Source: an optimization exercise on an open RTL-to-GDS flow (aim: small area, a short achievable clock period and few clock cycles). Production flows keep margins and buffers that such runs may drop.
Where RTL was checked, it was by simulation tests only, not by an equivalence proof against the original.
Function not checked in run 3: the RTL went through the layout flow alone.

$ cat flow/flow/run.sh
#!/bin/bash
# The standard layout, with two changes to how it is made (the SDC and its
# 10 ns clock are unchanged): port buffers use the small buf_1 cell instead of
# the default delay buffer, and repair_timing aims for a larger setup margin.
set -euo pipefail
bash standard.sh 'BUFFER_PORTS_ARGS=-buffer_cell sky130_fd_sc_hd__buf_1' SETUP_SLACK_MARGIN=6.8 finish > standard_make.log 2>&1
$ cat flow/constraint.sdc
create_clock -name core_clock -period 10.0 [get_ports {clk}]
set_input_delay 2.0000 -clock core_clock [delete_from_list [all_inputs] [get_ports {clk}]]
set_output_delay 2.0000 -clock core_clock [all_outputs]
set_load 0.01 [all_outputs]
$ cat flow/design.v
module matmul
#(
    parameter DIM_BITS = 16,
    parameter MEM_AW = 16,
    parameter MEM_DW = 32,
    parameter PREC = 16)
(
    input [MEM_AW-1:0] aBASE,
    input [DIM_BITS-1:0] aCOLS,
    input [DIM_BITS-1:0] aROWS,
    input [DIM_BITS-1:0] aSTRIDE,
    input [MEM_AW-1:0] bBASE,
    input [DIM_BITS-1:0] bCOLS,
    input [DIM_BITS-1:0] bSTRIDE,
    input [MEM_AW-1:0] cBASE,
    input [DIM_BITS-1:0] cSTRIDE,
    input clk,
    input go,
    input [MEM_DW-1:0] mem_rdata,
    input rst_n,
    output reg [MEM_AW-1:0] mem_addr,
    output reg mem_req,
    output [MEM_DW-1:0] mem_wdata,
    output reg mem_write,
    output reg ret
);
localparam S_IDLE = 2'd0;
localparam S_RD   = 2'd1;
localparam S_GAP  = 2'd2;
localparam S_WR   = 2'd3;
localparam K_A0 = 2'd0;
localparam K_B0 = 2'd1;
localparam K_B1 = 2'd2;
localparam K_A1 = 2'd3;
reg [1:0] st;
reg [1:0] ph;           
reg       gcnt;         
reg       kfirst;       
reg       wpend;        
reg       zero;         
reg       shortk;       
reg       w_r1, w_c1;   
reg       w_nrow;       
reg       w_done;       
reg [15:0] krem, jrem, irem;
reg [15:0] a_row, a_ptr, b_col, b_ptr, c_row, c_ptr;
reg [15:0] a_s, b_s, c_s;   
reg        klast, jlast, ilast, r1, c1;   
reg        bend;         
reg       q_v, d1_v, d2_v;
reg       q_f, d1_f, d2_f;
reg [1:0] q_k, d1_k, d2_k;
wire arr_a0 = d2_v & (d2_k == K_A0);
wire arr_b0 = d2_v & (d2_k == K_B0);
wire arr_b1 = d2_v & (d2_k == K_B1);
wire arr_a1 = d2_v & (d2_k == K_A1);
reg [15:0] rd1;           
reg [15:0] hb0;
reg [15:0] xr;
reg [8:0] y_one, y_two, y_neg;    
wire [15:0] ysrc = zero ? 16'd0 :
                   (arr_b0 | arr_b1) ? mem_rdata[15:0] :
                   arr_a1 ? rd1 :
                   pend ? hb0 : 16'd0;
wire [8:0] ysrc_one, ysrc_two, ysrc_neg;
matmul_booth_enc u_enc (.y(ysrc), .one(ysrc_one), .two(ysrc_two), .neg(ysrc_neg));
reg m_v, m_f, pend;
reg [31:0] ps, pc;       
wire [31:0] ms, mc;
matmul_csmul u_mul (.x(xr), .yone(y_one), .ytwo(y_two), .yneg(y_neg), .s(ms), .c(mc));
wire [31:0] acc_s = acc0 ^ ps ^ pc;
wire [31:0] acc_c = ((acc0 & ps) | (acc0 & pc) | (ps & pc));
reg [31:0] acc0, acc1, acc2, acc3;
assign mem_wdata = acc3;
wire [15:0] a_step2 = {a_s[14:0], 1'b0};
wire [15:0] c_step2 = {c_s[14:0], 1'b0};
reg [1:0]  st_n;
reg [1:0]  ph_n, q_k_n;
reg        mem_req_n, ret_n, q_v_n, q_f_n, mem_write_n;
reg        gcnt_n, kfirst_n, wpend_n, zero_n, shortk_n;
reg        w_r1_n, w_c1_n, w_nrow_n, w_done_n;
reg [15:0] mem_addr_n, krem_n, jrem_n, irem_n;
reg [15:0] abase, aoff;
reg        acin, ajunk;
reg [15:0] a_row_n, a_ptr_n, b_col_n, b_ptr_n, c_row_n, c_ptr_n;
always @* begin
    st_n = st;
    ph_n = ph;
    gcnt_n = gcnt;
    kfirst_n = kfirst;
    wpend_n = wpend;
    zero_n = zero;
    shortk_n = shortk;
    w_r1_n = w_r1;
    w_c1_n = w_c1;
    w_nrow_n = w_nrow;
    w_done_n = w_done;
    krem_n = krem;
    jrem_n = jrem;
    irem_n = irem;
    a_row_n = a_row;
    a_ptr_n = a_ptr;
    b_col_n = b_col;
    b_ptr_n = b_ptr;
    c_row_n = c_row;
    c_ptr_n = c_ptr;
    abase = a_ptr;
    aoff = 16'd0;
    acin = 1'b0;
    mem_write_n = 1'b1;
    mem_req_n = 1'b0;
    ret_n = 1'b0;
    q_v_n = 1'b0;
    q_f_n = kfirst;
    q_k_n = ph;
    case (st)
        S_IDLE: begin
            zero_n = (aCOLS == 16'd0);
            shortk_n = (aCOLS[15:1] == 15'd0);
            krem_n = aCOLS;
            jrem_n = bCOLS;
            irem_n = aROWS;
            a_row_n = aBASE;
            a_ptr_n = aBASE;
            b_col_n = bBASE;
            b_ptr_n = bBASE;
            c_row_n = cBASE;
            c_ptr_n = cBASE;
            kfirst_n = 1'b1;
            wpend_n = 1'b0;
            w_r1_n = 1'b1;
            w_c1_n = 1'b1;
            w_done_n = 1'b1;
            if (go) begin
                if ((aROWS == 16'd0) || (bCOLS == 16'd0)) begin
                    st_n = S_WR;
                    ph_n = 2'd3;
                end
                else begin
                    st_n = S_RD;
                    ph_n = 2'd0;
                end
            end
        end
        S_RD: begin
            mem_req_n = 1'b1;
            mem_write_n = 1'b0;
            q_v_n = 1'b1;
            case (ph)
                2'd0: begin
                    abase = a_ptr;
                    ph_n = 2'd1;
                end
                2'd1: begin
                    abase = b_ptr;
                    ph_n = 2'd2;
                    if (wpend) begin
                        st_n = S_WR;
                        ph_n = 2'd0;
                        wpend_n = 1'b0;
                    end
                end
                2'd2: begin
                    abase = b_ptr;
                    acin = 1'b1;
                    ph_n = 2'd3;
                end
                2'd3: begin
                    abase = a_ptr;
                    aoff = a_s;
                    ph_n = 2'd0;
                    if (!bend) begin
                        krem_n = krem - 16'd1;
                        kfirst_n = 1'b0;
                        a_ptr_n = a_ptr + 16'd1;
                        b_ptr_n = b_ptr + b_s;
                    end
                    else begin
                        kfirst_n = 1'b1;
                        krem_n = aCOLS;
                        w_r1_n = r1;
                        w_c1_n = c1;
                        w_nrow_n = jlast;
                        w_done_n = jlast & ilast;
                        if (!jlast) begin
                            a_ptr_n = a_row;
                            b_col_n = b_col + 16'd2;
                            b_ptr_n = b_col + 16'd2;
                            jrem_n = jrem - 16'd2;
                        end
                        else begin
                            a_row_n = a_row + a_step2;
                            a_ptr_n = a_row + a_step2;
                            b_col_n = bBASE;
                            b_ptr_n = bBASE;
                            jrem_n = bCOLS;
                            irem_n = irem - 16'd2;
                        end
                        if ((jlast & ilast) | shortk) begin
                            st_n = S_GAP;
                            gcnt_n = 1'b0;
                        end
                        else begin
                            wpend_n = 1'b1;
                        end
                    end
                end
            endcase
        end
        S_GAP: begin
            gcnt_n = 1'b1;
            if (gcnt) begin
                st_n = S_WR;
                ph_n = 2'd0;
            end
        end
        S_WR: begin
            mem_write_n = 1'b1;
            case (ph)
                2'd0: begin
                    abase = c_ptr;
                    mem_req_n = 1'b1;
                    ph_n = 2'd1;
                end
                2'd1: begin
                    abase = c_ptr;
                    acin = 1'b1;
                    mem_req_n = ~w_c1;
                    ph_n = 2'd2;
                end
                2'd2: begin
                    abase = c_ptr;
                    aoff = c_s;
                    acin = 1'b1;
                    mem_req_n = ~w_r1 & ~w_c1;
                    ph_n = 2'd3;
                end
                2'd3: begin
                    abase = c_ptr;
                    aoff = c_s;
                    mem_req_n = ~w_r1;
                    if (w_nrow) begin
                        c_row_n = c_row + c_step2;
                        c_ptr_n = c_row + c_step2;
                    end
                    else begin
                        c_ptr_n = c_ptr + 16'd2;
                    end
                    if (w_done) begin
                        st_n = S_IDLE;
                        ret_n = 1'b1;
                    end
                    else begin
                        st_n = S_RD;
                        ph_n = shortk ? 2'd0 : 2'd2;
                    end
                end
            endcase
        end
    endcase
    {mem_addr_n, ajunk} = {abase, 1'b1} + {aoff, acin};
end
always @(posedge clk or negedge rst_n) begin
    if (~rst_n) begin
        st <= S_IDLE;
        mem_req <= 1'b0;
        ret <= 1'b0;
        q_v <= 1'b0;
        d1_v <= 1'b0;
        d2_v <= 1'b0;
        m_v <= 1'b0;
        pend <= 1'b0;
    end
    else begin
        st <= st_n;
        mem_req <= mem_req_n;
        ret <= ret_n;
        q_v <= q_v_n;
        d1_v <= q_v;
        d2_v <= d1_v;
        m_v <= pend | (d2_v && d2_k != K_A0);
        pend <= ~pend & d2_v & (d2_k == K_A1);
    end
end
always @(posedge clk) begin
    if (st == S_IDLE) begin
        a_s <= aSTRIDE;
        b_s <= bSTRIDE;
        c_s <= cSTRIDE;
    end
    klast <= (krem[15:1] == 15'd0);
    bend <= (st == S_RD) && (ph == 2'd2) && klast;
    jlast <= (jrem[15:2] == 14'd0) && (jrem[1:0] != 2'd3);
    ilast <= (irem[15:2] == 14'd0) && (irem[1:0] != 2'd3);
    r1 <= (irem[15:1] == 15'd0);
    c1 <= (jrem[15:1] == 15'd0);
    ph <= ph_n;
    gcnt <= gcnt_n;
    kfirst <= kfirst_n;
    wpend <= wpend_n;
    zero <= zero_n;
    shortk <= shortk_n;
    w_r1 <= w_r1_n;
    w_c1 <= w_c1_n;
    w_nrow <= w_nrow_n;
    w_done <= w_done_n;
    krem <= krem_n;
    jrem <= jrem_n;
    irem <= irem_n;
    a_row <= a_row_n;
    a_ptr <= a_ptr_n;
    b_col <= b_col_n;
    b_ptr <= b_ptr_n;
    c_row <= c_row_n;
    c_ptr <= c_ptr_n;
    mem_addr <= mem_addr_n;
    mem_write <= mem_write_n;
    q_f <= q_f_n;
    q_k <= q_k_n;
    if (!pend)
        m_f <= d2_f;
end
always @(posedge clk) begin
    d1_f <= q_f;
    d1_k <= q_k;
    d2_f <= d1_f;
    d2_k <= d1_k;
    rd1 <= mem_rdata[15:0];
    if (arr_b0) hb0 <= mem_rdata[15:0];
    if (arr_b0)
        xr <= rd1;
    else if (arr_a1)
        xr <= mem_rdata[15:0];
    y_one <= ysrc_one;
    y_two <= ysrc_two;
    y_neg <= ysrc_neg;
    ps <= ms;
    pc <= mc;
    acc3 <= acc_s + {acc_c[30:0], 1'b0};
    acc2 <= acc3;
    acc1 <= acc2;
    acc0 <= (m_v & m_f) ? 32'd0 : acc1;
end
endmodule
module matmul_booth_enc (
    input [15:0] y,
    output [8:0] one,
    output [8:0] two,
    output [8:0] neg
);
assign one[0] = y[0] ^ 1'b0;
assign two[0] = (y[1] & ~y[0] & ~1'b0) | (~y[1] & y[0] & 1'b0);
assign neg[0] = y[1];
assign one[1] = y[2] ^ y[1];
assign two[1] = (y[3] & ~y[2] & ~y[1]) | (~y[3] & y[2] & y[1]);
assign neg[1] = y[3];
assign one[2] = y[4] ^ y[3];
assign two[2] = (y[5] & ~y[4] & ~y[3]) | (~y[5] & y[4] & y[3]);
assign neg[2] = y[5];
assign one[3] = y[6] ^ y[5];
assign two[3] = (y[7] & ~y[6] & ~y[5]) | (~y[7] & y[6] & y[5]);
assign neg[3] = y[7];
assign one[4] = y[8] ^ y[7];
assign two[4] = (y[9] & ~y[8] & ~y[7]) | (~y[9] & y[8] & y[7]);
assign neg[4] = y[9];
assign one[5] = y[10] ^ y[9];
assign two[5] = (y[11] & ~y[10] & ~y[9]) | (~y[11] & y[10] & y[9]);
assign neg[5] = y[11];
assign one[6] = y[12] ^ y[11];
assign two[6] = (y[13] & ~y[12] & ~y[11]) | (~y[13] & y[12] & y[11]);
assign neg[6] = y[13];
assign one[7] = y[14] ^ y[13];
assign two[7] = (y[15] & ~y[14] & ~y[13]) | (~y[15] & y[14] & y[13]);
assign neg[7] = y[15];
assign one[8] = 1'b0 ^ y[15];
assign two[8] = (1'b0 & ~1'b0 & ~y[15]) | (~1'b0 & 1'b0 & y[15]);
assign neg[8] = 1'b0;
endmodule
module matmul_csmul (
    input [15:0] x,
    input [8:0] yone,
    input [8:0] ytwo,
    input [8:0] yneg,
    output [31:0] s,
    output [31:0] c
);
wire one0 = yone[0];
wire two0 = ytwo[0];
wire neg0 = yneg[0];
wire pp0_0 = ((one0 & x[0]) | (two0 & 1'b0)) ^ neg0;
wire pp0_1 = ((one0 & x[1]) | (two0 & x[0])) ^ neg0;
wire pp0_2 = ((one0 & x[2]) | (two0 & x[1])) ^ neg0;
wire pp0_3 = ((one0 & x[3]) | (two0 & x[2])) ^ neg0;
wire pp0_4 = ((one0 & x[4]) | (two0 & x[3])) ^ neg0;
wire pp0_5 = ((one0 & x[5]) | (two0 & x[4])) ^ neg0;
wire pp0_6 = ((one0 & x[6]) | (two0 & x[5])) ^ neg0;
wire pp0_7 = ((one0 & x[7]) | (two0 & x[6])) ^ neg0;
wire pp0_8 = ((one0 & x[8]) | (two0 & x[7])) ^ neg0;
wire pp0_9 = ((one0 & x[9]) | (two0 & x[8])) ^ neg0;
wire pp0_10 = ((one0 & x[10]) | (two0 & x[9])) ^ neg0;
wire pp0_11 = ((one0 & x[11]) | (two0 & x[10])) ^ neg0;
wire pp0_12 = ((one0 & x[12]) | (two0 & x[11])) ^ neg0;
wire pp0_13 = ((one0 & x[13]) | (two0 & x[12])) ^ neg0;
wire pp0_14 = ((one0 & x[14]) | (two0 & x[13])) ^ neg0;
wire pp0_15 = ((one0 & x[15]) | (two0 & x[14])) ^ neg0;
wire pp0_16 = ((one0 & 1'b0) | (two0 & x[15])) ^ neg0;
wire nn0 = ~neg0;
wire one1 = yone[1];
wire two1 = ytwo[1];
wire neg1 = yneg[1];
wire pp1_0 = ((one1 & x[0]) | (two1 & 1'b0)) ^ neg1;
wire pp1_1 = ((one1 & x[1]) | (two1 & x[0])) ^ neg1;
wire pp1_2 = ((one1 & x[2]) | (two1 & x[1])) ^ neg1;
wire pp1_3 = ((one1 & x[3]) | (two1 & x[2])) ^ neg1;
wire pp1_4 = ((one1 & x[4]) | (two1 & x[3])) ^ neg1;
wire pp1_5 = ((one1 & x[5]) | (two1 & x[4])) ^ neg1;
wire pp1_6 = ((one1 & x[6]) | (two1 & x[5])) ^ neg1;
wire pp1_7 = ((one1 & x[7]) | (two1 & x[6])) ^ neg1;
wire pp1_8 = ((one1 & x[8]) | (two1 & x[7])) ^ neg1;
wire pp1_9 = ((one1 & x[9]) | (two1 & x[8])) ^ neg1;
wire pp1_10 = ((one1 & x[10]) | (two1 & x[9])) ^ neg1;
wire pp1_11 = ((one1 & x[11]) | (two1 & x[10])) ^ neg1;
wire pp1_12 = ((one1 & x[12]) | (two1 & x[11])) ^ neg1;
wire pp1_13 = ((one1 & x[13]) | (two1 & x[12])) ^ neg1;
wire pp1_14 = ((one1 & x[14]) | (two1 & x[13])) ^ neg1;
wire pp1_15 = ((one1 & x[15]) | (two1 & x[14])) ^ neg1;
wire pp1_16 = ((one1 & 1'b0) | (two1 & x[15])) ^ neg1;
wire nn1 = ~neg1;
wire one2 = yone[2];
wire two2 = ytwo[2];
wire neg2 = yneg[2];
wire pp2_0 = ((one2 & x[0]) | (two2 & 1'b0)) ^ neg2;
wire pp2_1 = ((one2 & x[1]) | (two2 & x[0])) ^ neg2;
wire pp2_2 = ((one2 & x[2]) | (two2 & x[1])) ^ neg2;
wire pp2_3 = ((one2 & x[3]) | (two2 & x[2])) ^ neg2;
wire pp2_4 = ((one2 & x[4]) | (two2 & x[3])) ^ neg2;
wire pp2_5 = ((one2 & x[5]) | (two2 & x[4])) ^ neg2;
wire pp2_6 = ((one2 & x[6]) | (two2 & x[5])) ^ neg2;
wire pp2_7 = ((one2 & x[7]) | (two2 & x[6])) ^ neg2;
wire pp2_8 = ((one2 & x[8]) | (two2 & x[7])) ^ neg2;
wire pp2_9 = ((one2 & x[9]) | (two2 & x[8])) ^ neg2;
wire pp2_10 = ((one2 & x[10]) | (two2 & x[9])) ^ neg2;
wire pp2_11 = ((one2 & x[11]) | (two2 & x[10])) ^ neg2;
wire pp2_12 = ((one2 & x[12]) | (two2 & x[11])) ^ neg2;
wire pp2_13 = ((one2 & x[13]) | (two2 & x[12])) ^ neg2;
wire pp2_14 = ((one2 & x[14]) | (two2 & x[13])) ^ neg2;
wire pp2_15 = ((one2 & x[15]) | (two2 & x[14])) ^ neg2;
wire pp2_16 = ((one2 & 1'b0) | (two2 & x[15])) ^ neg2;
wire nn2 = ~neg2;
wire one3 = yone[3];
wire two3 = ytwo[3];
wire neg3 = yneg[3];
wire pp3_0 = ((one3 & x[0]) | (two3 & 1'b0)) ^ neg3;
wire pp3_1 = ((one3 & x[1]) | (two3 & x[0])) ^ neg3;
wire pp3_2 = ((one3 & x[2]) | (two3 & x[1])) ^ neg3;
wire pp3_3 = ((one3 & x[3]) | (two3 & x[2])) ^ neg3;
wire pp3_4 = ((one3 & x[4]) | (two3 & x[3])) ^ neg3;
wire pp3_5 = ((one3 & x[5]) | (two3 & x[4])) ^ neg3;
wire pp3_6 = ((one3 & x[6]) | (two3 & x[5])) ^ neg3;
wire pp3_7 = ((one3 & x[7]) | (two3 & x[6])) ^ neg3;
wire pp3_8 = ((one3 & x[8]) | (two3 & x[7])) ^ neg3;
wire pp3_9 = ((one3 & x[9]) | (two3 & x[8])) ^ neg3;
wire pp3_10 = ((one3 & x[10]) | (two3 & x[9])) ^ neg3;
wire pp3_11 = ((one3 & x[11]) | (two3 & x[10])) ^ neg3;
wire pp3_12 = ((one3 & x[12]) | (two3 & x[11])) ^ neg3;
wire pp3_13 = ((one3 & x[13]) | (two3 & x[12])) ^ neg3;
wire pp3_14 = ((one3 & x[14]) | (two3 & x[13])) ^ neg3;
wire pp3_15 = ((one3 & x[15]) | (two3 & x[14])) ^ neg3;
wire pp3_16 = ((one3 & 1'b0) | (two3 & x[15])) ^ neg3;
wire nn3 = ~neg3;
wire one4 = yone[4];
wire two4 = ytwo[4];
wire neg4 = yneg[4];
wire pp4_0 = ((one4 & x[0]) | (two4 & 1'b0)) ^ neg4;
wire pp4_1 = ((one4 & x[1]) | (two4 & x[0])) ^ neg4;
wire pp4_2 = ((one4 & x[2]) | (two4 & x[1])) ^ neg4;
wire pp4_3 = ((one4 & x[3]) | (two4 & x[2])) ^ neg4;
wire pp4_4 = ((one4 & x[4]) | (two4 & x[3])) ^ neg4;
wire pp4_5 = ((one4 & x[5]) | (two4 & x[4])) ^ neg4;
wire pp4_6 = ((one4 & x[6]) | (two4 & x[5])) ^ neg4;
wire pp4_7 = ((one4 & x[7]) | (two4 & x[6])) ^ neg4;
wire pp4_8 = ((one4 & x[8]) | (two4 & x[7])) ^ neg4;
wire pp4_9 = ((one4 & x[9]) | (two4 & x[8])) ^ neg4;
wire pp4_10 = ((one4 & x[10]) | (two4 & x[9])) ^ neg4;
wire pp4_11 = ((one4 & x[11]) | (two4 & x[10])) ^ neg4;
wire pp4_12 = ((one4 & x[12]) | (two4 & x[11])) ^ neg4;
wire pp4_13 = ((one4 & x[13]) | (two4 & x[12])) ^ neg4;
wire pp4_14 = ((one4 & x[14]) | (two4 & x[13])) ^ neg4;
wire pp4_15 = ((one4 & x[15]) | (two4 & x[14])) ^ neg4;
wire pp4_16 = ((one4 & 1'b0) | (two4 & x[15])) ^ neg4;
wire nn4 = ~neg4;
wire one5 = yone[5];
wire two5 = ytwo[5];
wire neg5 = yneg[5];
wire pp5_0 = ((one5 & x[0]) | (two5 & 1'b0)) ^ neg5;
wire pp5_1 = ((one5 & x[1]) | (two5 & x[0])) ^ neg5;
wire pp5_2 = ((one5 & x[2]) | (two5 & x[1])) ^ neg5;
wire pp5_3 = ((one5 & x[3]) | (two5 & x[2])) ^ neg5;
wire pp5_4 = ((one5 & x[4]) | (two5 & x[3])) ^ neg5;
wire pp5_5 = ((one5 & x[5]) | (two5 & x[4])) ^ neg5;
wire pp5_6 = ((one5 & x[6]) | (two5 & x[5])) ^ neg5;
wire pp5_7 = ((one5 & x[7]) | (two5 & x[6])) ^ neg5;
wire pp5_8 = ((one5 & x[8]) | (two5 & x[7])) ^ neg5;
wire pp5_9 = ((one5 & x[9]) | (two5 & x[8])) ^ neg5;
wire pp5_10 = ((one5 & x[10]) | (two5 & x[9])) ^ neg5;
wire pp5_11 = ((one5 & x[11]) | (two5 & x[10])) ^ neg5;
wire pp5_12 = ((one5 & x[12]) | (two5 & x[11])) ^ neg5;
wire pp5_13 = ((one5 & x[13]) | (two5 & x[12])) ^ neg5;
wire pp5_14 = ((one5 & x[14]) | (two5 & x[13])) ^ neg5;
wire pp5_15 = ((one5 & x[15]) | (two5 & x[14])) ^ neg5;
wire pp5_16 = ((one5 & 1'b0) | (two5 & x[15])) ^ neg5;
wire nn5 = ~neg5;
wire one6 = yone[6];
wire two6 = ytwo[6];
wire neg6 = yneg[6];
wire pp6_0 = ((one6 & x[0]) | (two6 & 1'b0)) ^ neg6;
wire pp6_1 = ((one6 & x[1]) | (two6 & x[0])) ^ neg6;
wire pp6_2 = ((one6 & x[2]) | (two6 & x[1])) ^ neg6;
wire pp6_3 = ((one6 & x[3]) | (two6 & x[2])) ^ neg6;
wire pp6_4 = ((one6 & x[4]) | (two6 & x[3])) ^ neg6;
wire pp6_5 = ((one6 & x[5]) | (two6 & x[4])) ^ neg6;
wire pp6_6 = ((one6 & x[6]) | (two6 & x[5])) ^ neg6;
wire pp6_7 = ((one6 & x[7]) | (two6 & x[6])) ^ neg6;
wire pp6_8 = ((one6 & x[8]) | (two6 & x[7])) ^ neg6;
wire pp6_9 = ((one6 & x[9]) | (two6 & x[8])) ^ neg6;
wire pp6_10 = ((one6 & x[10]) | (two6 & x[9])) ^ neg6;
wire pp6_11 = ((one6 & x[11]) | (two6 & x[10])) ^ neg6;
wire pp6_12 = ((one6 & x[12]) | (two6 & x[11])) ^ neg6;
wire pp6_13 = ((one6 & x[13]) | (two6 & x[12])) ^ neg6;
wire pp6_14 = ((one6 & x[14]) | (two6 & x[13])) ^ neg6;
wire pp6_15 = ((one6 & x[15]) | (two6 & x[14])) ^ neg6;
wire pp6_16 = ((one6 & 1'b0) | (two6 & x[15])) ^ neg6;
wire nn6 = ~neg6;
wire one7 = yone[7];
wire two7 = ytwo[7];
wire neg7 = yneg[7];
wire pp7_0 = ((one7 & x[0]) | (two7 & 1'b0)) ^ neg7;
wire pp7_1 = ((one7 & x[1]) | (two7 & x[0])) ^ neg7;
wire pp7_2 = ((one7 & x[2]) | (two7 & x[1])) ^ neg7;
wire pp7_3 = ((one7 & x[3]) | (two7 & x[2])) ^ neg7;
wire pp7_4 = ((one7 & x[4]) | (two7 & x[3])) ^ neg7;
wire pp7_5 = ((one7 & x[5]) | (two7 & x[4])) ^ neg7;
wire pp7_6 = ((one7 & x[6]) | (two7 & x[5])) ^ neg7;
wire pp7_7 = ((one7 & x[7]) | (two7 & x[6])) ^ neg7;
wire pp7_8 = ((one7 & x[8]) | (two7 & x[7])) ^ neg7;
wire pp7_9 = ((one7 & x[9]) | (two7 & x[8])) ^ neg7;
wire pp7_10 = ((one7 & x[10]) | (two7 & x[9])) ^ neg7;
wire pp7_11 = ((one7 & x[11]) | (two7 & x[10])) ^ neg7;
wire pp7_12 = ((one7 & x[12]) | (two7 & x[11])) ^ neg7;
wire pp7_13 = ((one7 & x[13]) | (two7 & x[12])) ^ neg7;
wire pp7_14 = ((one7 & x[14]) | (two7 & x[13])) ^ neg7;
wire pp7_15 = ((one7 & x[15]) | (two7 & x[14])) ^ neg7;
wire pp7_16 = ((one7 & 1'b0) | (two7 & x[15])) ^ neg7;
wire nn7 = ~neg7;
wire one8 = yone[8];
wire two8 = ytwo[8];
wire neg8 = yneg[8];
wire pp8_0 = ((one8 & x[0]) | (two8 & 1'b0)) ^ neg8;
wire pp8_1 = ((one8 & x[1]) | (two8 & x[0])) ^ neg8;
wire pp8_2 = ((one8 & x[2]) | (two8 & x[1])) ^ neg8;
wire pp8_3 = ((one8 & x[3]) | (two8 & x[2])) ^ neg8;
wire pp8_4 = ((one8 & x[4]) | (two8 & x[3])) ^ neg8;
wire pp8_5 = ((one8 & x[5]) | (two8 & x[4])) ^ neg8;
wire pp8_6 = ((one8 & x[6]) | (two8 & x[5])) ^ neg8;
wire pp8_7 = ((one8 & x[7]) | (two8 & x[6])) ^ neg8;
wire pp8_8 = ((one8 & x[8]) | (two8 & x[7])) ^ neg8;
wire pp8_9 = ((one8 & x[9]) | (two8 & x[8])) ^ neg8;
wire pp8_10 = ((one8 & x[10]) | (two8 & x[9])) ^ neg8;
wire pp8_11 = ((one8 & x[11]) | (two8 & x[10])) ^ neg8;
wire pp8_12 = ((one8 & x[12]) | (two8 & x[11])) ^ neg8;
wire pp8_13 = ((one8 & x[13]) | (two8 & x[12])) ^ neg8;
wire pp8_14 = ((one8 & x[14]) | (two8 & x[13])) ^ neg8;
wire pp8_15 = ((one8 & x[15]) | (two8 & x[14])) ^ neg8;
wire s1 = pp0_10 ^ pp1_8;
wire c2 = pp0_10 & pp1_8;
wire s3 = pp0_11 ^ pp1_9;
wire c4 = pp0_11 & pp1_9;
wire s5 = pp0_12 ^ pp1_10 ^ pp2_8;
wire c6 = (pp0_12 & pp1_10) | (pp0_12 & pp2_8) | (pp1_10 & pp2_8);
wire s7 = pp3_6 ^ pp4_4;
wire c8 = pp3_6 & pp4_4;
wire s9 = pp0_13 ^ pp1_11 ^ pp2_9;
wire c10 = (pp0_13 & pp1_11) | (pp0_13 & pp2_9) | (pp1_11 & pp2_9);
wire s11 = pp3_7 ^ pp4_5;
wire c12 = pp3_7 & pp4_5;
wire s13 = pp0_14 ^ pp1_12 ^ pp2_10;
wire c14 = (pp0_14 & pp1_12) | (pp0_14 & pp2_10) | (pp1_12 & pp2_10);
wire s15 = pp3_8 ^ pp4_6 ^ pp5_4;
wire c16 = (pp3_8 & pp4_6) | (pp3_8 & pp5_4) | (pp4_6 & pp5_4);
wire s17 = pp6_2 ^ pp7_0;
wire c18 = pp6_2 & pp7_0;
wire s19 = pp0_15 ^ pp1_13 ^ pp2_11;
wire c20 = (pp0_15 & pp1_13) | (pp0_15 & pp2_11) | (pp1_13 & pp2_11);
wire s21 = pp3_9 ^ pp4_7 ^ pp5_5;
wire c22 = (pp3_9 & pp4_7) | (pp3_9 & pp5_5) | (pp4_7 & pp5_5);
wire s23 = pp6_3 ^ pp7_1;
wire c24 = pp6_3 & pp7_1;
wire s25 = pp0_16 ^ pp1_14 ^ pp2_12;
wire c26 = (pp0_16 & pp1_14) | (pp0_16 & pp2_12) | (pp1_14 & pp2_12);
wire s27 = pp3_10 ^ pp4_8 ^ pp5_6;
wire c28 = (pp3_10 & pp4_8) | (pp3_10 & pp5_6) | (pp4_8 & pp5_6);
wire s29 = pp6_4 ^ pp7_2 ^ pp8_0;
wire c30 = (pp6_4 & pp7_2) | (pp6_4 & pp8_0) | (pp7_2 & pp8_0);
wire s31 = neg0 ^ pp1_15 ^ pp2_13;
wire c32 = (neg0 & pp1_15) | (neg0 & pp2_13) | (pp1_15 & pp2_13);
wire s33 = pp3_11 ^ pp4_9 ^ pp5_7;
wire c34 = (pp3_11 & pp4_9) | (pp3_11 & pp5_7) | (pp4_9 & pp5_7);
wire s35 = pp6_5 ^ pp7_3 ^ pp8_1;
wire c36 = (pp6_5 & pp7_3) | (pp6_5 & pp8_1) | (pp7_3 & pp8_1);
wire s37 = neg0 ^ pp1_16 ^ pp2_14;
wire c38 = (neg0 & pp1_16) | (neg0 & pp2_14) | (pp1_16 & pp2_14);
wire s39 = pp3_12 ^ pp4_10 ^ pp5_8;
wire c40 = (pp3_12 & pp4_10) | (pp3_12 & pp5_8) | (pp4_10 & pp5_8);
wire s41 = pp6_6 ^ pp7_4 ^ pp8_2;
wire c42 = (pp6_6 & pp7_4) | (pp6_6 & pp8_2) | (pp7_4 & pp8_2);
wire s43 = nn0 ^ nn1 ^ pp2_15;
wire c44 = (nn0 & nn1) | (nn0 & pp2_15) | (nn1 & pp2_15);
wire s45 = pp3_13 ^ pp4_11 ^ pp5_9;
wire c46 = (pp3_13 & pp4_11) | (pp3_13 & pp5_9) | (pp4_11 & pp5_9);
wire s47 = pp6_7 ^ pp7_5 ^ pp8_3;
wire c48 = (pp6_7 & pp7_5) | (pp6_7 & pp8_3) | (pp7_5 & pp8_3);
wire s49 = pp2_16 ^ pp3_14 ^ pp4_12;
wire c50 = (pp2_16 & pp3_14) | (pp2_16 & pp4_12) | (pp3_14 & pp4_12);
wire s51 = pp5_10 ^ pp6_8 ^ pp7_6;
wire c52 = (pp5_10 & pp6_8) | (pp5_10 & pp7_6) | (pp6_8 & pp7_6);
wire s53 = pp8_4 ^ 1'b1;
wire c54 = pp8_4 & 1'b1;
wire s55 = nn2 ^ pp3_15 ^ pp4_13;
wire c56 = (nn2 & pp3_15) | (nn2 & pp4_13) | (pp3_15 & pp4_13);
wire s57 = pp5_11 ^ pp6_9 ^ pp7_7;
wire c58 = (pp5_11 & pp6_9) | (pp5_11 & pp7_7) | (pp6_9 & pp7_7);
wire s59 = pp3_16 ^ pp4_14 ^ pp5_12;
wire c60 = (pp3_16 & pp4_14) | (pp3_16 & pp5_12) | (pp4_14 & pp5_12);
wire s61 = pp6_10 ^ pp7_8;
wire c62 = pp6_10 & pp7_8;
wire s63 = nn3 ^ pp4_15 ^ pp5_13;
wire c64 = (nn3 & pp4_15) | (nn3 & pp5_13) | (pp4_15 & pp5_13);
wire s65 = pp4_16 ^ pp5_14;
wire c66 = pp4_16 & pp5_14;
wire s67 = pp0_6 ^ pp1_4;
wire c68 = pp0_6 & pp1_4;
wire s69 = pp0_7 ^ pp1_5;
wire c70 = pp0_7 & pp1_5;
wire s71 = pp0_8 ^ pp1_6 ^ pp2_4;
wire c72 = (pp0_8 & pp1_6) | (pp0_8 & pp2_4) | (pp1_6 & pp2_4);
wire s73 = pp3_2 ^ pp4_0;
wire c74 = pp3_2 & pp4_0;
wire s75 = pp0_9 ^ pp1_7 ^ pp2_5;
wire c76 = (pp0_9 & pp1_7) | (pp0_9 & pp2_5) | (pp1_7 & pp2_5);
wire s77 = pp3_3 ^ pp4_1;
wire c78 = pp3_3 & pp4_1;
wire s79 = pp2_6 ^ pp3_4 ^ pp4_2;
wire c80 = (pp2_6 & pp3_4) | (pp2_6 & pp4_2) | (pp3_4 & pp4_2);
wire s81 = pp5_0 ^ neg5 ^ s1;
wire c82 = (pp5_0 & neg5) | (pp5_0 & s1) | (neg5 & s1);
wire s83 = pp2_7 ^ pp3_5 ^ pp4_3;
wire c84 = (pp2_7 & pp3_5) | (pp2_7 & pp4_3) | (pp3_5 & pp4_3);
wire s85 = pp5_1 ^ s3 ^ c2;
wire c86 = (pp5_1 & s3) | (pp5_1 & c2) | (s3 & c2);
wire s87 = pp5_2 ^ pp6_0 ^ neg6;
wire c88 = (pp5_2 & pp6_0) | (pp5_2 & neg6) | (pp6_0 & neg6);
wire s89 = s5 ^ s7 ^ c4;
wire c90 = (s5 & s7) | (s5 & c4) | (s7 & c4);
wire s91 = pp5_3 ^ pp6_1 ^ s9;
wire c92 = (pp5_3 & pp6_1) | (pp5_3 & s9) | (pp6_1 & s9);
wire s93 = s11 ^ c6 ^ c8;
wire c94 = (s11 & c6) | (s11 & c8) | (c6 & c8);
wire s95 = neg7 ^ s13 ^ s15;
wire c96 = (neg7 & s13) | (neg7 & s15) | (s13 & s15);
wire s97 = s17 ^ c10 ^ c12;
wire c98 = (s17 & c10) | (s17 & c12) | (c10 & c12);
wire s99 = s19 ^ s21 ^ s23;
wire c100 = (s19 & s21) | (s19 & s23) | (s21 & s23);
wire s101 = c14 ^ c16 ^ c18;
wire c102 = (c14 & c16) | (c14 & c18) | (c16 & c18);
wire s103 = s25 ^ s27 ^ s29;
wire c104 = (s25 & s27) | (s25 & s29) | (s27 & s29);
wire s105 = c20 ^ c22 ^ c24;
wire c106 = (c20 & c22) | (c20 & c24) | (c22 & c24);
wire s107 = s31 ^ s33 ^ s35;
wire c108 = (s31 & s33) | (s31 & s35) | (s33 & s35);
wire s109 = c26 ^ c28 ^ c30;
wire c110 = (c26 & c28) | (c26 & c30) | (c28 & c30);
wire s111 = s37 ^ s39 ^ s41;
wire c112 = (s37 & s39) | (s37 & s41) | (s39 & s41);
wire s113 = c32 ^ c34 ^ c36;
wire c114 = (c32 & c34) | (c32 & c36) | (c34 & c36);
wire s115 = s43 ^ s45 ^ s47;
wire c116 = (s43 & s45) | (s43 & s47) | (s45 & s47);
wire s117 = c38 ^ c40 ^ c42;
wire c118 = (c38 & c40) | (c38 & c42) | (c40 & c42);
wire s119 = s49 ^ s51 ^ s53;
wire c120 = (s49 & s51) | (s49 & s53) | (s51 & s53);
wire s121 = c44 ^ c46 ^ c48;
wire c122 = (c44 & c46) | (c44 & c48) | (c46 & c48);
wire s123 = pp8_5 ^ s55 ^ s57;
wire c124 = (pp8_5 & s55) | (pp8_5 & s57) | (s55 & s57);
wire s125 = c50 ^ c52 ^ c54;
wire c126 = (c50 & c52) | (c50 & c54) | (c52 & c54);
wire s127 = pp8_6 ^ 1'b1 ^ s59;
wire c128 = (pp8_6 & 1'b1) | (pp8_6 & s59) | (1'b1 & s59);
wire s129 = s61 ^ c56 ^ c58;
wire c130 = (s61 & c56) | (s61 & c58) | (c56 & c58);
wire s131 = pp6_11 ^ pp7_9 ^ pp8_7;
wire c132 = (pp6_11 & pp7_9) | (pp6_11 & pp8_7) | (pp7_9 & pp8_7);
wire s133 = s63 ^ c60 ^ c62;
wire c134 = (s63 & c60) | (s63 & c62) | (c60 & c62);
wire s135 = pp6_12 ^ pp7_10 ^ pp8_8;
wire c136 = (pp6_12 & pp7_10) | (pp6_12 & pp8_8) | (pp7_10 & pp8_8);
wire s137 = 1'b1 ^ s65 ^ c64;
wire c138 = (1'b1 & s65) | (1'b1 & c64) | (s65 & c64);
wire s139 = nn4 ^ pp5_15 ^ pp6_13;
wire c140 = (nn4 & pp5_15) | (nn4 & pp6_13) | (pp5_15 & pp6_13);
wire s141 = pp7_11 ^ pp8_9 ^ c66;
wire c142 = (pp7_11 & pp8_9) | (pp7_11 & c66) | (pp8_9 & c66);
wire s143 = pp5_16 ^ pp6_14 ^ pp7_12;
wire c144 = (pp5_16 & pp6_14) | (pp5_16 & pp7_12) | (pp6_14 & pp7_12);
wire s145 = pp8_10 ^ 1'b1;
wire c146 = pp8_10 & 1'b1;
wire s147 = nn5 ^ pp6_15 ^ pp7_13;
wire c148 = (nn5 & pp6_15) | (nn5 & pp7_13) | (pp6_15 & pp7_13);
wire s149 = pp6_16 ^ pp7_14;
wire c150 = pp6_16 & pp7_14;
wire s151 = pp0_4 ^ pp1_2;
wire c152 = pp0_4 & pp1_2;
wire s153 = pp0_5 ^ pp1_3;
wire c154 = pp0_5 & pp1_3;
wire s155 = pp2_2 ^ pp3_0 ^ neg3;
wire c156 = (pp2_2 & pp3_0) | (pp2_2 & neg3) | (pp3_0 & neg3);
wire s157 = pp2_3 ^ pp3_1 ^ s69;
wire c158 = (pp2_3 & pp3_1) | (pp2_3 & s69) | (pp3_1 & s69);
wire s159 = neg4 ^ s71 ^ s73;
wire c160 = (neg4 & s71) | (neg4 & s73) | (s71 & s73);
wire s161 = s75 ^ s77 ^ c72;
wire c162 = (s75 & s77) | (s75 & c72) | (s77 & c72);
wire s163 = s79 ^ s81 ^ c76;
wire c164 = (s79 & s81) | (s79 & c76) | (s81 & c76);
wire s165 = s83 ^ s85 ^ c80;
wire c166 = (s83 & s85) | (s83 & c80) | (s85 & c80);
wire s167 = s87 ^ s89 ^ c84;
wire c168 = (s87 & s89) | (s87 & c84) | (s89 & c84);
wire s169 = s91 ^ s93 ^ c88;
wire c170 = (s91 & s93) | (s91 & c88) | (s93 & c88);
wire s171 = s95 ^ s97 ^ c92;
wire c172 = (s95 & s97) | (s95 & c92) | (s97 & c92);
wire s173 = s99 ^ s101 ^ c96;
wire c174 = (s99 & s101) | (s99 & c96) | (s101 & c96);
wire s175 = s103 ^ s105 ^ c100;
wire c176 = (s103 & s105) | (s103 & c100) | (s105 & c100);
wire s177 = s107 ^ s109 ^ c104;
wire c178 = (s107 & s109) | (s107 & c104) | (s109 & c104);
wire s179 = s111 ^ s113 ^ c108;
wire c180 = (s111 & s113) | (s111 & c108) | (s113 & c108);
wire s181 = s115 ^ s117 ^ c112;
wire c182 = (s115 & s117) | (s115 & c112) | (s117 & c112);
wire s183 = s119 ^ s121 ^ c116;
wire c184 = (s119 & s121) | (s119 & c116) | (s121 & c116);
wire s185 = s123 ^ s125 ^ c120;
wire c186 = (s123 & s125) | (s123 & c120) | (s125 & c120);
wire s187 = s127 ^ s129 ^ c124;
wire c188 = (s127 & s129) | (s127 & c124) | (s129 & c124);
wire s189 = s131 ^ s133 ^ c128;
wire c190 = (s131 & s133) | (s131 & c128) | (s133 & c128);
wire s191 = s135 ^ s137 ^ c132;
wire c192 = (s135 & s137) | (s135 & c132) | (s137 & c132);
wire s193 = s139 ^ s141 ^ c136;
wire c194 = (s139 & s141) | (s139 & c136) | (s141 & c136);
wire s195 = s143 ^ s145 ^ c140;
wire c196 = (s143 & s145) | (s143 & c140) | (s145 & c140);
wire s197 = pp8_11 ^ s147 ^ c144;
wire c198 = (pp8_11 & s147) | (pp8_11 & c144) | (s147 & c144);
wire s199 = pp8_12 ^ 1'b1 ^ s149;
wire c200 = (pp8_12 & 1'b1) | (pp8_12 & s149) | (1'b1 & s149);
wire s201 = nn6 ^ pp7_15 ^ pp8_13;
wire c202 = (nn6 & pp7_15) | (nn6 & pp8_13) | (pp7_15 & pp8_13);
wire s203 = pp7_16 ^ pp8_14;
wire c204 = pp7_16 & pp8_14;
wire s205 = pp0_2 ^ pp1_0;
wire c206 = pp0_2 & pp1_0;
wire s207 = pp0_3 ^ pp1_1;
wire c208 = pp0_3 & pp1_1;
wire s209 = pp2_0 ^ neg2 ^ s151;
wire c210 = (pp2_0 & neg2) | (pp2_0 & s151) | (neg2 & s151);
wire s211 = pp2_1 ^ s153 ^ c152;
wire c212 = (pp2_1 & s153) | (pp2_1 & c152) | (s153 & c152);
wire s213 = s67 ^ s155 ^ c154;
wire c214 = (s67 & s155) | (s67 & c154) | (s155 & c154);
wire s215 = c68 ^ s157 ^ c156;
wire c216 = (c68 & s157) | (c68 & c156) | (s157 & c156);
wire s217 = c70 ^ s159 ^ c158;
wire c218 = (c70 & s159) | (c70 & c158) | (s159 & c158);
wire s219 = c74 ^ s161 ^ c160;
wire c220 = (c74 & s161) | (c74 & c160) | (s161 & c160);
wire s221 = c78 ^ s163 ^ c162;
wire c222 = (c78 & s163) | (c78 & c162) | (s163 & c162);
wire s223 = c82 ^ s165 ^ c164;
wire c224 = (c82 & s165) | (c82 & c164) | (s165 & c164);
wire s225 = c86 ^ s167 ^ c166;
wire c226 = (c86 & s167) | (c86 & c166) | (s167 & c166);
wire s227 = c90 ^ s169 ^ c168;
wire c228 = (c90 & s169) | (c90 & c168) | (s169 & c168);
wire s229 = c94 ^ s171 ^ c170;
wire c230 = (c94 & s171) | (c94 & c170) | (s171 & c170);
wire s231 = c98 ^ s173 ^ c172;
wire c232 = (c98 & s173) | (c98 & c172) | (s173 & c172);
wire s233 = c102 ^ s175 ^ c174;
wire c234 = (c102 & s175) | (c102 & c174) | (s175 & c174);
wire s235 = c106 ^ s177 ^ c176;
wire c236 = (c106 & s177) | (c106 & c176) | (s177 & c176);
wire s237 = c110 ^ s179 ^ c178;
wire c238 = (c110 & s179) | (c110 & c178) | (s179 & c178);
wire s239 = c114 ^ s181 ^ c180;
wire c240 = (c114 & s181) | (c114 & c180) | (s181 & c180);
wire s241 = c118 ^ s183 ^ c182;
wire c242 = (c118 & s183) | (c118 & c182) | (s183 & c182);
wire s243 = c122 ^ s185 ^ c184;
wire c244 = (c122 & s185) | (c122 & c184) | (s185 & c184);
wire s245 = c126 ^ s187 ^ c186;
wire c246 = (c126 & s187) | (c126 & c186) | (s187 & c186);
wire s247 = c130 ^ s189 ^ c188;
wire c248 = (c130 & s189) | (c130 & c188) | (s189 & c188);
wire s249 = c134 ^ s191 ^ c190;
wire c250 = (c134 & s191) | (c134 & c190) | (s191 & c190);
wire s251 = c138 ^ s193 ^ c192;
wire c252 = (c138 & s193) | (c138 & c192) | (s193 & c192);
wire s253 = c142 ^ s195 ^ c194;
wire c254 = (c142 & s195) | (c142 & c194) | (s195 & c194);
wire s255 = c146 ^ s197 ^ c196;
wire c256 = (c146 & s197) | (c146 & c196) | (s197 & c196);
wire s257 = c148 ^ s199 ^ c198;
wire c258 = (c148 & s199) | (c148 & c198) | (s199 & c198);
wire s259 = c150 ^ s201 ^ c200;
wire c260 = (c150 & s201) | (c150 & c200) | (s201 & c200);
wire s261 = 1'b1 ^ s203 ^ c202;
wire c262 = (1'b1 & s203) | (1'b1 & c202) | (s203 & c202);
wire s263 = nn7 ^ pp8_15 ^ c204;
wire c264 = (nn7 & pp8_15) | (nn7 & c204) | (pp8_15 & c204);
assign s[0] = pp0_0;
assign c[0] = neg0;
assign s[1] = pp0_1;
assign c[1] = 1'b0;
assign s[2] = neg1;
assign c[2] = s205;
assign s[3] = s207;
assign c[3] = c206;
assign s[4] = s209;
assign c[4] = c208;
assign s[5] = s211;
assign c[5] = c210;
assign s[6] = s213;
assign c[6] = c212;
assign s[7] = s215;
assign c[7] = c214;
assign s[8] = s217;
assign c[8] = c216;
assign s[9] = s219;
assign c[9] = c218;
assign s[10] = s221;
assign c[10] = c220;
assign s[11] = s223;
assign c[11] = c222;
assign s[12] = s225;
assign c[12] = c224;
assign s[13] = s227;
assign c[13] = c226;
assign s[14] = s229;
assign c[14] = c228;
assign s[15] = s231;
assign c[15] = c230;
assign s[16] = s233;
assign c[16] = c232;
assign s[17] = s235;
assign c[17] = c234;
assign s[18] = s237;
assign c[18] = c236;
assign s[19] = s239;
assign c[19] = c238;
assign s[20] = s241;
assign c[20] = c240;
assign s[21] = s243;
assign c[21] = c242;
assign s[22] = s245;
assign c[22] = c244;
assign s[23] = s247;
assign c[23] = c246;
assign s[24] = s249;
assign c[24] = c248;
assign s[25] = s251;
assign c[25] = c250;
assign s[26] = s253;
assign c[26] = c252;
assign s[27] = s255;
assign c[27] = c254;
assign s[28] = s257;
assign c[28] = c256;
assign s[29] = s259;
assign c[29] = c258;
assign s[30] = s261;
assign c[30] = c260;
assign s[31] = s263;
assign c[31] = c262;
endmodule
$ cat flow/standard.sh
#!/bin/bash
# synth_recipe.tcl (not shown) runs the flow's synth.tcl, then flattens the netlist and writes it again
# the make line also repeats each setting of config.mk as NAME=value (left out here)
make -C /OpenROAD-flow-scripts/flow DESIGN_CONFIG=/design/flow/config.mk WORK_HOME=/design/flow/orfs CLKGATE_MAP_FILE= SYNTH_SCRIPT=/design/flow/synth_recipe.tcl "${@:-finish}"
$ cat flow/config.mk
export PLATFORM = sky130hd
export DESIGN_NAME = matmul
export DESIGN_NICKNAME = matmul
export VERILOG_FILES = /design/flow/design.v
export SDC_FILE = /design/flow/constraint.sdc
export NUM_CORES = 4
export LEC_CHECK = 0
export ABC_CLOCK_PERIOD_IN_PS = 3000
export CAP_MARGIN = 20
export CORE_MARGIN = 2
export CORE_UTILIZATION = 40
export CTS_CLUSTER_DIAMETER = 60
export CTS_CLUSTER_SIZE = 25
export PLACE_DENSITY = 0.6
export SLEW_MARGIN = 20
==> impl_metrics.yaml, run 1 <==
clock_network:
  tritoncts: "done"
  cts.sinks: 508
  root_buffer: "clkbuf_16"
  clock_latency_ns: 0.64
  numCtsBuffers: 49
  cts_max_level: 2
  clk_path_buf_depth: 3
  clk_pin_slew_ns: 0.08
worst_setup_path:
  arrival_ns: 1.27
  crit_path_start: "mem_req"
  crit_buf_inv: 1
  r2r-start: "xr[12]"
  cp_max_fo: 1
  rrSetupSlack_ns: 6.78
  slowest_stage: "dfrtp_1"
  crit_type: "reg2out"
  critPathLaunchType: "flip-flop"
  critPathTopFamily: "flip-flops"
  required_ns: 8.00
  end_kind: "primary output"
  path_cells: "buf_2"
  cpPeakStageDelay_ns: 0.45
global_route:
  grt_pass1_wl_microns: 121000
  first_global_vias: 21700
  antenna_found_initial: 9
  grtUsageTotal_pct: 20.8
  grt_max_degree: 56
  grt_overflow: 0
sta:
  finalMaxSlewViolations: 0
  layout_min_cycle_time_ns: 3.27
  fmax_mhz: 306
  final-setup-viol-count: 0
  fin_crit_sh_pct: 32.7
  whs_ns: 0.325
  finClkSkew_ns: 0.0429
  tightest_slew_ns: 1.03
  timing.slew.headroom_pct: 31.3
  timing.setup.tns_ns: 0
  rsz0062_at_grt: "true"
  final_hold_viol_count: 0
synth:
  synth.cell_area_sq_um: 28600
  synth_fp_nets: 3178
  synth_xor_xnor_area_share_pct: 9.09
  synth-simple-area-share_pct: 11.0
  synth.avg_cell_area_sq_um: 10.5
  synthArstFlopShare_pct: 1.77
  yosysWarnings: 1
  synth_flop_cell: "dfxtp_1"
  synth_compound_area_share_pct: 14.5
  seq_area_frac_synth_pct: 44.0
  ys_seq_elements: 508
  synth_top_family_by_area: "adder cells"
  synth_mux_area_share_pct: 1.88
  netlist_instances: 2732
  yosysUniqueCellTypes: 80
  synth_edf_count: 236
  synth_adder_area_share_pct: 15.3
finish:
  syn2layout_area_growth_pct: 17.1
  num-fill-cells: 6581
  nNetsFinal: 3392
  regArea_sq_um: 12600
  instances_no_fill: 3939
  multiInputGateArea_sq_um: 15300
  drive_gt1_share_pct: 12.4
  fin_util_pct: 47.1
placed_design:
  place_inst: 3750
  dp_hpwl_microns: 56100
  port_buffers: 213
  gp_congestion: 0.906
detailed_routing:
  drc: 0
  via_count: 21500
  viasPerCell: 5.47
  drt-total-wl_microns: 78200
  dr.first_iter.drc_count: 1660
  drtPass1Iterations: 6
  wl_per_cell_microns: 19.9
  antenna_left: 0
job:
  maxCapViolCount: 0
floorplan:
  dieArea_sq_um: 73700
  chipHeight_microns: 271
  fp.coreArea_sq_um: 71100
  io_pins: 230
  initial_core_util_pct: 40.2
  rows: 98
  fp.dieW_microns: 271
min_path:
  hp-class: "reg2reg"
  hold_start: "acc2[5]"
outcome:
  status: "finished clean"
area by class of cell:
cell class / instances / share of cell area [%]
well taps: 950 / 3.55
clock buffers: 55 / 4.01
multi-input cells: 1908 / 45.7
flip-flops and latches: 508 / 37.7
inverters: 154 / 1.81
clock inverters: 37 / 1.49
diodes: 2 / 0.0149
repair buffers: 325 / 5.75
flip-flops by register name, summed over array words and instances, names as in the netlist, 31 cells and up:
name	count
pc	31
acc1	32
acc3	32
acc2	32
ps	32
acc0	32
through the flow:
stage	cell area [sq um]	setup WS (ns)
CTS	33000	6.72
global placement	30100	5.23
detailed placement	30100	5.20
finish	33500	6.73
global route	33500	6.66
floorplan	28700	6.79
synthesized netlist by cell type (21+ instances only):
cell type / number / share of area (%)
nor4_1: 21 / 0.46
mux2i_1: 29 / 1.0
nor2_1: 157 / 2.1
nor3_1: 41 / 0.72
ha_1: 129 / 5.6
a21oi_1: 133 / 2.3
o21ai_0: 115 / 2.0
nand3_1: 65 / 1.1
edfxtp_1: 236 / 25
fa_1: 138 / 9.7
nand2_1: 243 / 3.2
a21o_1: 51 / 1.3
nor2b_1: 22 / 0.48
mux2_2: 22 / 0.87
a211oi_1: 21 / 0.55
clkbuf_1: 136 / 1.8
xnor2_1: 214 / 6.6
a22oi_1: 124 / 3.3
and2_1: 41 / 0.90
xor2_1: 83 / 2.5
dfxtp_1: 263 / 18
inv_1: 147 / 1.9
nand4_1: 23 / 0.50
cells by family after synthesis:
family / count (synthesis)
buf+inv: 316
mux: 51
compound gates: 619
flops: 508
fa+ha+maj: 267
xor+xnor: 297
simple gates: 674
cells in the final DEF, fill, tap and decap left out, types with 17 or more instances in the layout:
cell and count:
a211oi_1 19, a21o_1 51, a21oi_1 129, a221oi_1 18, a22oi_1 98, a22oi_2 26, and2_1 41, buf_1 195
buf_4 84, clkbuf_16 53, dfxtp_1 242, edfxtp_1 236, fa_1 136, ha_1 118, inv_1 139, mux2_2 22
mux2i_1 29, nand2_1 241, nand3_1 65, nand4_1 23, nor2_1 156, nor2b_1 21, nor3_1 39, nor4_1 21
o21a_1 17, o21ai_0 109, xnor2_1 209, xor2_1 83
layer usage:
| layer | wire, microns | up-vias | global-route usage (%) |
|---|---|---|---|
| li1 | - | 10100 | - |
| met1 | 32300 | 10500 | 26.5 |
| met2 | 38000 | 725 | 35.3 |
| met3 | 5110 | 174 | 3.56 |
| met4 | 2730 | 14 | 7.97 |
| met5 | 93 | - | 0 |
repair_timing:
| item | in CTS | in global routing |
|---|---|---|
| endpoints found under the hold margin | 0 | 0 |
| pin swaps | 22 | 37 |
| endpoints found under the setup margin | 228 | 62 |
| buffers inserted | 79 | 14 |
| hold buffers | 0 | 0 |
| cloned | 2 | 0 |
| resized for setup | 86 | 90 |
final timing paths:
| kind | end | depth (start not counted) |
|---|---|---|
| worst max-delay path | mem_req | 1 |
| worst min-delay path | acc1[5] | 0 |
| worst max register to register | ps[18] | 9 |
| worst min register to register | acc1[5] | 0 |
| max in group asynchronous | st[0] | 1 |
| min in group asynchronous | ret | 1 |
Testbench counts, summed over its fixed seeds: cycles 52,372.
==> run 2: changes to the inputs <==
==> flow/flow/run.sh (replaced) <==
#!/bin/bash
# The standard layout, with two changes to how it is made (the SDC and its
# 10 ns clock are unchanged): port buffers use the small buf_1 cell instead of
# the default delay buffer, and repair_timing aims for a larger setup margin.
set -euo pipefail
bash standard.sh 'BUFFER_PORTS_ARGS=-buffer_cell sky130_fd_sc_hd__buf_1' SETUP_SLACK_MARGIN=6.7 finish > standard_make.log 2>&1
==> impl_metrics.yaml, run 2 <==
placed_design:
  gp_congestion: 0.892
  pre_cts_slack_ns: 5.74
  port_buffers: 213
  dp_hpwl_microns: 55300
clock_network:
  clk_pin_slew_ns: 0.08
  cts.sinks: 508
  cts_hold_buf: 0
  clk_path_buf_depth: 3
  root_buffer: "clkbuf_16"
  tritoncts: "done"
  numCtsBuffers: 50
  clock_latency_ns: 0.64
  cts_max_level: 2
min_path:
  hp-class: "reg2reg"
job:
  maxCapViolCount: 0
worst_setup_path:
  critPathLaunchType: "flip-flop"
  cp_max_fo: 12
  slowest_stage: "fa_1"
  crit_buf_inv: 3
  arrival_ns: 3.73
  crit_top_cell: "fa_1"
  critPathTopFamily: "adder cells"
  cpPeakStageDelay_ns: 0.55
  path_cells: "buf_12 > a22oi_1 > xnor2_1 > fa_1 > inv_1 > fa_1 > fa_1 > inv_1 > fa_1"
  crit_type: "reg2reg"
  end_kind: "flip-flop"
  required_ns: 10.50
detailed_routing:
  viasPerCell: 5.41
  via_count: 21200
  wl_per_cell_microns: 19.5
  drc: 0
  antenna_left: 0
  dr.first_iter.drc_count: 1603
  drtPass1Iterations: 5
  drt-total-wl_microns: 76400
floorplan:
  dieArea_sq_um: 73700
  io_pins: 230
  fp.dieW_microns: 271
  fp.coreArea_sq_um: 71100
  rows: 98
  initial_core_util_pct: 40.2
  chipHeight_microns: 271
sta:
  layout_min_cycle_time_ns: 3.23
  whs_ns: 0.325
  fmax_mhz: 310
  timing.setup.tns_ns: 0
  final-setup-viol-count: 0
  fin_crit_sh_pct: 32.3
  rsz0062_at_grt: "true"
  final_hold_viol_count: 0
  timing.slew.headroom_pct: 34.0
  tightest_slew_ns: 0.990
  finalMaxSlewViolations: 0
  worst_slack_ns: 6.77
  finClkSkew_ns: 0.0413
global_route:
  grt_overflow: 0
  grt_max_degree: 91
  antenna_found_initial: 12
  grt_pass1_wl_microns: 119000
  first_global_vias: 21400
  grtUsageTotal_pct: 20.4
synth:
  synthArstFlopShare_pct: 1.77
  synth_flop_cell: "dfxtp_1"
  yosysUniqueCellTypes: 80
  yosysTopAreaCellShare_pct: 24.8
  ys_seq_elements: 508
  synth_fp_nets: 3178
  seq_area_frac_synth_pct: 44.0
  synth_edf_count: 236
  synth.cell_area_sq_um: 28600
  yosysWarnings: 1
  netlist_instances: 2732
  synth.avg_cell_area_sq_um: 10.5
  netlist_top_cells_area: "edfxtp_1 25%, dfxtp_1 18%, fa_1 9.7%"
  synth.top_cells.by_count: "263 x dfxtp_1, 243 x nand2_1, 236 x edfxtp_1"
  yosysMostFrequentCell: "dfxtp_1"
  synth_top_cell_by_area: "edfxtp_1"
finish:
  final_cell_mix: "243 x nand2_1, 241 x dfxtp_1, 236 x edfxtp_1"
  mostFrequentLayoutCell: "nand2_1"
  syn2layout_area_growth_pct: 15.1
  num-fill-cells: 6718
  nNetsFinal: 3373
  drive_gt1_share_pct: 10.1
  fin_util_pct: 46.3
outcome:
  status: "finished clean"
-- run 2: cell counts after synthesis --
No cell type changed its count.
-- run 2: layout make-up --
cell class,instances,area (sq um),area share (%)
clock buffer,55,1310,3.98
clock inverter,39,478,1.45
multi-input combinational,1908,15100,45.7
antenna,3,7.51,0.0228
timing repair buffer,304,1650,5.00
sequential,508,12600,38.3
tap,950,1190,3.61
timing repair inverter,1,5.00,0.0152
inverter,154,608,1.85
-- run 2: cell families (layout without fill, tap and decap cells) --
kind of cell / Yosys count / count (layout) / share of synthesized area (%)
multiplexers: 51 / 51 / 1.88
XOR/XNOR: 297 / 297 / 9.09
AND/OR/NAND/NOR: 674 / 674 / 11.0
other: 0 / 3 / 0
buffers and inverters: 316 / 553 / 4.23
AO/OA/AOI/OAI: 619 / 619 / 14.5
flip-flops: 508 / 508 / 44.0
adder cells (fa/ha/maj): 267 / 267 / 15.3
-- run 2: routing by layer --
layer	part of all wire [%]	track usage, %
met3	6.6	3.81
met2	49	34.7
met1	41	25.8
met5	0.15	0
met4	3.4	7.55
-- run 2: worst paths after layout --
kind | startpoint | endpoint | slack [ns] | cells past startpoint
min in group asynchronous | rst_n | st[1] | 1.32 | 1
max in group asynchronous | rst_n | ret | 8.29 | 1
setup / recovery | xr[13] | ps[20] | 6.77 | 9
hold / removal | acc2[5] | acc1[5] | 0.33 | 0
setup reg to reg | xr[13] | ps[20] | 6.77 | 9
hold reg to reg | acc2[5] | acc1[5] | 0.33 | 0
-- run 2: worst register-to-register path: stages (launching register included) --
cell      delay [ns]
edfxtp_1        0.43
buf_12          0.17
a22oi_1         0.23
xnor2_1         0.12
fa_1            0.50
inv_1           0.08
fa_1            0.52
fa_1            0.55
inv_1           0.05
fa_1            0.44
-- run 2: metrics by stage --
stage	std cells	instance area, sq um
after floorplan	2732	28700
after global placement	3747	30100
after detailed placement	3747	30100
after CTS	3897	32600
after global routing	3922	32900
final	3922	32900
-- run 2: timing repair --
item                       in CTS  in global routing
pin swaps                       6                 23
gates cloned                    0                  1
setup buffers                  56                 20
setup endpoints to repair     218                 79
gates resized for setup        51                 47
==> run 3: changes to the inputs <==
--- a/flow/design.v
+++ b/flow/design.v
@@ -44,7 +44,6 @@
 reg       w_done;       
 reg [15:0] krem, jrem, irem;
 reg [15:0] a_row, a_ptr, b_col, b_ptr, c_row, c_ptr;
-reg [15:0] a_s, b_s, c_s;   
 reg        klast, jlast, ilast, r1, c1;   
 reg        bend;         
 reg       q_v, d1_v, d2_v;
@@ -72,8 +71,8 @@
 wire [31:0] acc_c = ((acc0 & ps) | (acc0 & pc) | (ps & pc));
 reg [31:0] acc0, acc1, acc2, acc3;
 assign mem_wdata = acc3;
-wire [15:0] a_step2 = {a_s[14:0], 1'b0};
-wire [15:0] c_step2 = {c_s[14:0], 1'b0};
+wire [15:0] a_step2 = {aSTRIDE[14:0], 1'b0};
+wire [15:0] c_step2 = {cSTRIDE[14:0], 1'b0};
 reg [1:0]  st_n;
 reg [1:0]  ph_n, q_k_n;
 reg        mem_req_n, ret_n, q_v_n, q_f_n, mem_write_n;
@@ -167,13 +166,13 @@
                 end
                 2'd3: begin
                     abase = a_ptr;
-                    aoff = a_s;
+                    aoff = aSTRIDE;
                     ph_n = 2'd0;
                     if (!bend) begin
                         krem_n = krem - 16'd1;
                         kfirst_n = 1'b0;
                         a_ptr_n = a_ptr + 16'd1;
-                        b_ptr_n = b_ptr + b_s;
+                        b_ptr_n = b_ptr + bSTRIDE;
                     end
                     else begin
                         kfirst_n = 1'b1;
@@ -230,14 +229,14 @@
                 end
                 2'd2: begin
                     abase = c_ptr;
-                    aoff = c_s;
+                    aoff = cSTRIDE;
                     acin = 1'b1;
                     mem_req_n = ~w_r1 & ~w_c1;
                     ph_n = 2'd3;
                 end
                 2'd3: begin
                     abase = c_ptr;
-                    aoff = c_s;
+                    aoff = cSTRIDE;
                     mem_req_n = ~w_r1;
                     if (w_nrow) begin
                         c_row_n = c_row + c_step2;
@@ -283,11 +282,6 @@
     end
 end
 always @(posedge clk) begin
-    if (st == S_IDLE) begin
-        a_s <= aSTRIDE;
-        b_s <= bSTRIDE;
-        c_s <= cSTRIDE;
-    end
     klast <= (krem[15:1] == 15'd0);
     bend <= (st == S_RD) && (ph == 2'd2) && klast;
     jlast <= (jrem[15:2] == 14'd0) && (jrem[1:0] != 2'd3);
==> flow/flow/run.sh (replaced) <==
#!/bin/bash
# The standard layout, with two changes to how it is made (the SDC and its
# 10 ns clock are unchanged): port buffers use the small buf_1 cell instead of
# the default delay buffer, and repair_timing aims for a larger setup margin.
set -euo pipefail
bash standard.sh 'BUFFER_PORTS_ARGS=-buffer_cell sky130_fd_sc_hd__buf_1' SETUP_SLACK_MARGIN=6.8 finish > standard_make.log 2>&1
==> impl_metrics.yaml, run 3 <==
placed_design:
  dp_hpwl_microns: 52900
  pre_cts_slack_ns: 5.09
synth:
  synth_mux_area_share_pct: 1.39
  seq_area_frac_synth_pct: 41.5
  synthArstFlopShare_pct: 1.96
  synth_top_cell_by_area: "edfxtp_1"
  synth_xor_xnor_area_share_pct: 9.72
  synth_adder_area_share_pct: 16.3
  synth_compound_area_share_pct: 15.0
  ys_seq_elements: 460
  synth.avg_cell_area_sq_um: 10.1
  netlist_top_cells_area: "edfxtp_1 21%, dfxtp_1 20%, fa_1 10%"
  yosysTopAreaCellShare_pct: 21.0
  synth.cell_area_sq_um: 26800
  yosysMostFrequentCell: "dfxtp_1"
  yosysWarnings: 1
worst_setup_path:
  crit_type: "in2reg"
  required_ns: 10.34
  worst-r2r-cell-count: 16
  critPathLaunchType: "input port"
  arrival_ns: 4.06
  cp_max_fo: 4
floorplan:
  chipHeight_microns: 263
  fp.dieW_microns: 263
  dieArea_sq_um: 69200
  initial_core_util_pct: 40.6
finish:
  syn2layout_area_growth_pct: 22.6
  mostFrequentLayoutCell: "nand2_1"
  final_cell_mix: "257 x nand2_1, 240 x dfxtp_1, 192 x xnor2_1"
  drive_gt1_share_pct: 19.2
clock_network:
  cts.sinks: 460
  root_buffer: "clkbuf_16"
  tritoncts: "done"
  cts_max_level: 2
  clk_pin_slew_ns: 0.09
  cts_hold_buf: 0
  clk_path_buf_depth: 3
  numCtsBuffers: 41
detailed_routing:
  wl_met2_microns: 37400
  antenna_left: 0
  highest_layer: "met5"
  viasPerCell: 5.48
  via_count: 21000
  drtPass1Iterations: 5
  drc: 0
  wl_per_cell_microns: 19.6
  dr.first_iter.drc_count: 1498
  met3WireLength_microns: 4390
  drt-total-wl_microns: 75300
min_path:
  hp-class: "reg2reg"
  holdPathStages: 0
sta:
  fin_crit_sh_pct: 37.2
  final-setup-viol-count: 0
  fmax_mhz: 269
  worst_slack_ns: 6.28
  timing.slew.headroom_pct: 31.2
  finalMaxSlewViolations: 0
  tightest_slew_ns: 1.03
  finClkSkew_ns: 0.0471
  timing.setup.tns_ns: 0
  rsz0062_at_grt: "true"
outcome:
  status: "finished clean"
global_route:
  first_global_vias: 21500
  grt_pass1_wl_microns: 118000
  antenna_found_initial: 3
  grt_overflow: 0
  grt_max_degree: 93
job:
  maxCapViolCount: 0
==> run 3: kinds of logic (layout without fill, tap and decap cells) <==
logic type / Yosys count / count (layout)
flip-flops: 460 / 460
AND/OR/NAND/NOR: 693 / 693
AO/OA/AOI/OAI: 610 / 610
adder cells (fa/ha/maj): 267 / 267
buffers and inverters: 294 / 603
XOR/XNOR: 298 / 298
other: 0 / 1
multiplexers: 36 / 36
==> run 3: routing by layer <==
layer | global-route usage (%) | vias up
met1 | 25.7 | 10300
met2 | 37.5 | 655
met4 | 8.59 | 6
li1 | - | 9868
met5 | 0 | -
met3 | 3.48 | 160
==> run 3: path summary, 6_finish.rpt <==
check	from	to	slack, ns
min reg2reg	d1_k[0]	d2_k[0]	0.31
min in group asynchronous	rst_n	m_v	1.39
min	d1_k[0]	d2_k[0]	0.31
max reg2reg	st[1]	mem_addr[5]	6.50
max in group asynchronous	rst_n	st[1]	8.14
max	cSTRIDE[0]	c_row[15]	6.28
==> run 3: timing repair <==
item | 4_1_cts | 5_1_grt
setup endpoints to repair | 237 | 115
resized for setup | 225 | 140
buffers inserted | 117 | 36
pin swaps | 144 | 131
cloned | 4 | 1
==> run 3: area by class of cell <==
cell class,instances,area (sq um)
inverters,142,556
clock buffers,48,1130
flip-flops and latches,460,11200
fillers,6024,33200
well taps,864,1080
repair inverters,2,10.0
repair buffers,383,2560
multi-input cells,1904,16000
diodes,1,2.50
clock inverters,28,327
==> run 3: worst max-delay path, cell delays in order <==
cell,delay [ns]
buf_8,0.09
ha_4,0.14
inv_2,0.03
fa_2,0.34
nor2b_2,0.12
o21ai_2,0.08
a21boi_2,0.22
o221a_4,0.25
o221ai_4,0.14
a31oi_4,0.28
xnor2_2,0.10
mux2_4,0.26
==> run 3: through the flow <==
stage | util, % | hold WS (ns) | instance area [sq um] | std cells
after floorplan | - | 0.310 | 27400 | 2658
after global placement | 43.5 | 0.311 | 28700 | 3597
after detailed placement | 43.5 | 0.312 | 28700 | 3597
after CTS | 48.5 | 0.316 | 32100 | 3794
after global routing | 49.8 | 0.317 | 32900 | 3831
final | 49.8 | 0.307 | 32900 | 3832

-- re-timing with driven ports --
The results above use ideal ports. As a check the final layouts listed here were re-extracted and re-timed, cells and wires unchanged.
Step 1, drivers: a clkbuf_16 drives clk and a buf_2 each remaining input, both assumed.
Step 2 adds t to the input delays and takes it off the output delays; t is the mean of the earliest and latest rising clock arrival at the registers after step 1. Input paths then give back, and output paths get back, about the clock's delay inside the block.
Three values: no drivers, after step 1, after step 2; two values: the first two.
| run | shift t [ns] | setup WS [ns] | hold slack, ns | latest minus earliest clock arrival (ns) |
|---|---|---|---|---|
| run 1 | 0.676 | 6.735 / 6.676 / 6.492 | 0.325 / 0.325 / 0.325 | 0.050 / 0.050 |
| run 2 | 0.677 | 6.771 / 6.752 / 6.446 | 0.325 / 0.325 / 0.325 | 0.042 / 0.042 |
| run 3 | 0.649 | 6.276 / 6.286 / 5.637 | 0.307 / 0.307 / 0.307 | 0.051 / 0.051 |
After both steps every run listed still meets setup and hold. For run 3, which loses most, drivers alone change the setup slack by +0.010 ns; drivers and shift together by -0.639 ns.
